This design comes from an exercise in tuning for small area, a short achievable clock period and few clock cycles per item on the open sky130 flow, not from production work. RTL that was checked went through simulation tests only; none was proved equivalent to the original.

## norm5_unit
module norm5_unit #(
    parameter DIMENSIONS    = 5,
    parameter DATA_WIDTH    = 32,
    parameter CORDIC_WIDTH  = 38,
    parameter CORDIC_STAGES = 16,
    parameter ANGLE_WIDTH   = 16
)(
    input                              clk,
    input                              nreset,
    input                              start,
    input  [DIMENSIONS*DATA_WIDTH-1:0] w_in,
    output [DIMENSIONS*DATA_WIDTH-1:0] w_out,
    output                             done
);
    localparam W  = 36;      
    localparam OW = 22;      
    localparam CW = W - 6;   
    reg st_idle;    
    reg st_a1;      
    reg st_v;       
    reg st_va;      
    reg st_vb;      
    reg st_r1l;     
    reg st_r;       
    reg st_ra;      
    reg st_rb;      
    reg st_rc;      
    reg [1:0] p;
    reg [3:0] i;     
    reg [3:0] yl, yh, xl, xh;    
    reg wo3, wo4, wo5;
    reg s0;          
    reg ysg;         
    reg rinx, rcnx, riny, rcny;
    reg done_r;
    reg signed [W-1:0] X, Y;
    reg        f;                
    reg        qf;               
    reg        zf;               
    reg [OW-1:0] T1;             
    reg        n1;               
    reg [OW-1:0] O3, O4, O5;     
    wire [15:0] T2 = O3[15:0];
    wire [15:0] T3 = O4[15:0];
    wire [15:0] T4 = O5[15:0];
    reg [W-1:0]  RA, RB;         
    wire [31:0] w1 = w_in[31:0];
    wire [31:0] w2 = w_in[63:32];
    wire [31:0] w3 = w_in[95:64];
    wire [31:0] w4 = w_in[127:96];
    wire [31:0] w5 = w_in[159:128];
    wire [31:0] wsel = st_idle ? w2 :
                       st_a1   ? w1 :
                       (p == 2'd0) ? w3 : (p == 2'd1) ? w4 : w5;
    wire [W-1:0] ld = {wsel[29:0], 6'b0} ^ {W{wsel[31]}};
    reg [15:0] Tcur;
    always @(*) begin
        case (p)
            2'd0:    Tcur = T4;
            2'd1:    Tcur = T3;
            2'd2:    Tcur = T2;
            default: Tcur = T1[15:0];
        endcase
    end
    wire vd  = ~s0 & ysg;
    wire inx = st_v ? vd : rinx;
    wire cnx = st_v ? (s0 ? f : ysg) : rcnx;
    wire iny = st_v ? ~vd : riny;
  ...
Size in the first run: about 280 flip-flops, ~320 I/O pins, roughly 24000 µm² of cells after synthesis.
clock: 10.0 ns
lec_check: 0
cap_margin: 20
core_margin: 2
core_utilization: 40
setup_slack_margin: 5
slew_margin: 20
run.sh (not shown) runs the stock make flow with config.mk's settings and CLKGATE_MAP_FILE= SYNTH_SCRIPT=/design/flow/synth_recipe.tcl, a recipe that flattens the netlist after the stock synthesis.
Testbench counts at the start, summed over its fixed seeds: cycles 27,840, items 192.
Rerun with:
==> flow/flow/run.sh (new file) <==
#!/bin/bash
# The standard layout (standard.sh), with the port buffers made of the smallest
# buffer cell (sky130_fd_sc_hd__buf_1) and the timing repair aimed 5.75 ns below the period.
set -euo pipefail
sed -e 's|"\${@:-finish}"|BUFFER_PORTS_ARGS="-buffer_cell sky130_fd_sc_hd__buf_1" "${@:-finish}"|' \
    -e 's|SETUP_SLACK_MARGIN=[0-9.]*|SETUP_SLACK_MARGIN=5.75|' standard.sh > standard_mod.sh
grep -q BUFFER_PORTS_ARGS standard_mod.sh
bash standard_mod.sh > standard.log 2>&1
==> flow/standard.sh (new file) <==
#!/bin/bash
# synth_recipe.tcl (not shown) runs the flow's synth.tcl, then flattens the netlist and writes it again
# the make line also repeats each setting of config.mk as NAME=value (left out here)
make -C /OpenROAD-flow-scripts/flow DESIGN_CONFIG=/design/flow/config.mk WORK_HOME=/design/flow/orfs CLKGATE_MAP_FILE= SYNTH_SCRIPT=/design/flow/synth_recipe.tcl "${@:-finish}"
Settings changed: PLACE_DENSITY set to 0.75.
removed: flow/run.sh
=> The new run completed without violations. Global-route usage is lower by 3.5 points. Routed wire length is lower by 9.5%. Via count is higher by 1.4%. Clock skew is about the same. Area after synthesis stays the same.
Rerun with:
Settings changed: CTS_BUF_LIST set to sky130_fd_sc_hd__clkbuf_8, PLACE_DENSITY 0.75 to not set.
Outcome: Synthesized area is unchanged. Non-clock buffer count is higher by 15. Die area does not change. Routed wire length is higher by 11%.
Rerun with:
Settings changed: CTS_BUF_LIST sky130_fd_sc_hd__clkbuf_8 to not set.
Outcome: Clock-buffer cell count shrinks by 24; routed wire length shrinks slightly; register-to-register slack degrades by 20 ps; global-route usage shrinks by 0.19 points; design area shrinks slightly.

---

Setup of Q:
Another version of the RTL of norm5_unit (not shown whole).
Size in the first run: ~2700 cells after synthesis, ~170 flip-flops, ~320 I/O pins, roughly 0.023 mm^2 of cells after synthesis.
Settings: LEC_CHECK=0, ABC_CLOCK_PERIOD_IN_PS=4000, CAP_MARGIN=20, CORE_MARGIN=2, CORE_UTILIZATION=40, SETUP_SLACK_MARGIN=5, SLEW_MARGIN=20; clock period 10.0 ns.
Stock flow here: none of the scripts above is used.
Q went all the way through the flow, and no timing, DRC or antenna check failed.
Changes in S relative to Q:
Settings: removing SETUP_SLACK_MARGIN (formerly 5); removing ABC_CLOCK_PERIOD_IN_PS (formerly 4000).
### Flow results
S did not stop at any stage, and its layout met the timing, design-rule and antenna checks. Sort S and Q by number of global-route vias before repair desc -> top: Q. Diff Q -> S: minimum setup slack in the final design fell 1.95 ns, total grt overflow about even, pin slew with the least headroom to its limit fell 0.14 ns, clock buffer and inverter area fraction after layout rose 0.30 points. Q vs S, highest-delay cell along the critical path: sky130_fd_sc_hd__fa_2 vs sky130_fd_sc_hd__dfrtp_1. Cmp S vs Q: worst hold slack higher in S. Summary of S over Q: estimated wirelength of the detail-placed design saw an increase; global routing met3 resource utilization shows a reduction of 3.2 points.
No functional check of the RTL was part of any run of this note.

---

job 7976:
norm5_unit, a different RTL version from the one above (not shown whole).
For scale: roughly 2700 cells after synthesis, roughly 260 flip-flops.
clock: 10.0 ns
lec_check: 0
cap_margin: 20
core_margin: 2
core_utilization: 55
setup_slack_margin: 5
slew_margin: 20
Input changes introduced in job 7169 (baseline for comparison: job 7976):
-- flow/config.mk --
<<< job 7976, line 9
export CORE_MARGIN = 2
export CORE_UTILIZATION = 55
export SETUP_SLACK_MARGIN = 5
>>> job 7169, line 9
export CORE_MARGIN = 2
export CORE_UTILIZATION = 40
export SETUP_SLACK_MARGIN = 5
[summary]
For the average detailed-routed wire length per instance, job 7169 came in 1.0 um lower than job 7976 did.
The run showing the greater final-layout fill cell count is job 7169.
> inputs changed (job 7169 -> job 8738)
==> flow/flow/run.sh (new file) <==
#!/bin/bash
set -euo pipefail
sed 's/SETUP_SLACK_MARGIN=[0-9.]*/SETUP_SLACK_MARGIN=6.5/' standard.sh > standard_margin.sh
bash standard_margin.sh > standard.log 2>&1
==> flow/standard.sh (new file) <==
#!/bin/bash
# synth_recipe.tcl (not shown) runs the flow's synth.tcl, then flattens the netlist and writes it again
# the make line also repeats each setting of config.mk as NAME=value (left out here)
make -C /OpenROAD-flow-scripts/flow DESIGN_CONFIG=/design/flow/config.mk WORK_HOME=/design/flow/orfs CLKGATE_MAP_FILE= SYNTH_SCRIPT=/design/flow/synth_recipe.tcl "${@:-finish}"
removed: flow/run.sh
Notes after the runs:
- Final routed wirelength across all metal layers: job 7169 and job 8738 compared, lower one is job 7169
- Diff job 7169 -> job 8738: area added between synthesis and finish +17 points; number of non-clock buffers in the layout +about 70%.
- Re fraction of area in registers: job 8738 is 2.4 points down on job 7169.
- Changes observed in job 8738 relative to job 7169: met2 wire length went up by 3900 um; fraction of the core area covered by cells at the end of the flow went up 6.7 points.
- Taking job 7169 as the reference, in job 8738 non-filler instance count after layout higher; DRC violation total after the first TritonRoute iteration higher; global-route track usage on met2 higher; count of clock buffers in the final design higher.
--- input diff job 8738..job 4726 ---
==> flow/flow/run.sh <==
#!/bin/bash
# The standard layout (standard.sh), with the port buffers made of the smallest
# buffer cell (sky130_fd_sc_hd__buf_1) instead of the one buffer_ports picks by default.
set -euo pipefail
sed 's|"\${@:-finish}"|BUFFER_PORTS_ARGS="-buffer_cell sky130_fd_sc_hd__buf_1" "${@:-finish}"|' standard.sh > standard_buf.sh
grep -q BUFFER_PORTS_ARGS standard_buf.sh
bash standard_buf.sh > standard.log 2>&1
[summary]
The run showing the smaller per-cell via count in the routed design is job 4726.
Measured against each other, job 4726 and job 8738 differ in share of cell area taken by flip-flops and latches, the higher figure coming from job 4726.
What job 8738 reported for number of global-route vias before repair has to be multiplied by 0.916 to get the figure for job 4726.
In terms of number of placed cells counting well taps, job 4726 and job 8738 differ only marginally.
Changes observed in job 4726 relative to job 8738: non-clock buffer count lower; relative max-transition margin picked up an extra 1.9 points.
Going from job 8738 to job 4726, area growth from synthesis to final layout shrinks by 25 points.
Final area: job 4726 and job 8738 compared, lower one is job 4726
Count of cells along the worst register-to-register path: lower on job 4726
The first-iteration DRC count in job 4726 sits about 9% below the value recorded for job 8738.
No run of this note included a check of the RTL's function; only the layout flow was run.

---

Another version of the RTL of norm5_unit (not shown whole).
Size in the first run: roughly 320 I/O pins, about 24000 um^2 of cells after synthesis.
clock: 10.0 ns
lec_check: 0
cap_margin: 20
core_margin: 2
core_utilization: 40
setup_slack_margin: 5
slew_margin: 20
standard.sh (not shown) runs the stock make flow with config.mk's settings and CLKGATE_MAP_FILE= SYNTH_SCRIPT=/design/flow/synth_recipe.tcl, a recipe that flattens the netlist after the stock synthesis.
==> flow/flow/run.sh <==
#!/bin/bash
# The standard layout (standard.sh), with the port buffers made of the smallest
# buffer cell (sky130_fd_sc_hd__buf_1) and the timing repair aimed 6.0 ns below the period.
set -euo pipefail
sed -e 's|"\${@:-finish}"|BUFFER_PORTS_ARGS="-buffer_cell sky130_fd_sc_hd__buf_1" "${@:-finish}"|' \
    -e 's|SETUP_SLACK_MARGIN=[0-9.]*|SETUP_SLACK_MARGIN=6.0|' standard.sh > standard_mod.sh
grep -q BUFFER_PORTS_ARGS standard_mod.sh
bash standard_mod.sh > standard.log 2>&1
Next try:
==> flow/flow/run.sh (replaced) <==
#!/bin/bash
# The standard layout (standard.sh), with the port buffers made of the smallest
# buffer cell (sky130_fd_sc_hd__buf_1) and the timing repair aimed 5.5 ns below the period.
set -euo pipefail
sed -e 's|"\${@:-finish}"|BUFFER_PORTS_ARGS="-buffer_cell sky130_fd_sc_hd__buf_1" "${@:-finish}"|' \
    -e 's|SETUP_SLACK_MARGIN=[0-9.]*|SETUP_SLACK_MARGIN=5.5|' standard.sh > standard_mod.sh
grep -q BUFFER_PORTS_ARGS standard_mod.sh
bash standard_mod.sh > standard.log 2>&1
=> The new run passed the timing, design-rule and antenna checks; fmax falls by about 2%; hold slack improved by 0.017 ns; clock-buffer cell count falls by 6; utilization falls by 2.4 points; first-iteration DRC count falls by about 6%.
No run of this note included a check of the RTL's function; only the layout flow was run.

separate check: timing with driven ports:
The results above use ideal ports. As a check the final layouts listed here were re-extracted and re-timed, cells and wires unchanged.
Step 1 (the two cells are an assumption about what drives the block):
set clk [get_ports {clk}]
set_driving_cell -lib_cell sky130_fd_sc_hd__clkbuf_16 $clk
set_driving_cell -lib_cell sky130_fd_sc_hd__buf_2 [delete_from_list [all_inputs] $clk]
Step 2 adds t to the input delays and takes it off the output delays; t is the mean of the earliest and latest rising clock arrival at the registers after step 1. Input paths then give back, and output paths get back, about the clock's delay inside the block.
a / b / c = no drivers / after step 1 / after step 2; a / b = the first two.
run	t, ns	slack for setup (ns)	slew at the worst register clock pin (ns)
the first run of note 1	0.623	5.404 / 5.404 / 5.404	0.07 / 0.07
the second run of note 1	0.659	5.762 / 5.762 / 5.762	0.07 / 0.07
the third run of note 1	0.703	5.823 / 5.823 / 5.823	0.07 / 0.07
the fourth run of note 1	0.663	5.807 / 5.807 / 5.807	0.07 / 0.07
Q	0.561	3.545 / 3.545 / 3.545	0.10 / 0.10
S	0.520	1.596 / 1.596 / 1.596	0.09 / 0.09
job 7976	0.667	5.165 / 5.165 / 5.147	0.07 / 0.07
job 7169	0.673	5.203 / 5.203 / 5.203	0.07 / 0.07
job 8738	0.682	5.257 / 5.257 / 5.257	0.07 / 0.07
job 4726	0.662	5.089 / 5.089 / 5.089	0.07 / 0.07
the first run of note 4	0.625	5.689 / 5.689 / 5.527	0.06 / 0.06
the second run of note 4	0.628	5.604 / 5.604 / 5.531	0.07 / 0.07
After both steps every run listed still meets setup and hold. For the first run of note 4, which loses most, drivers alone change the setup slack by 0.000 ns; drivers and shift together by -0.162 ns.
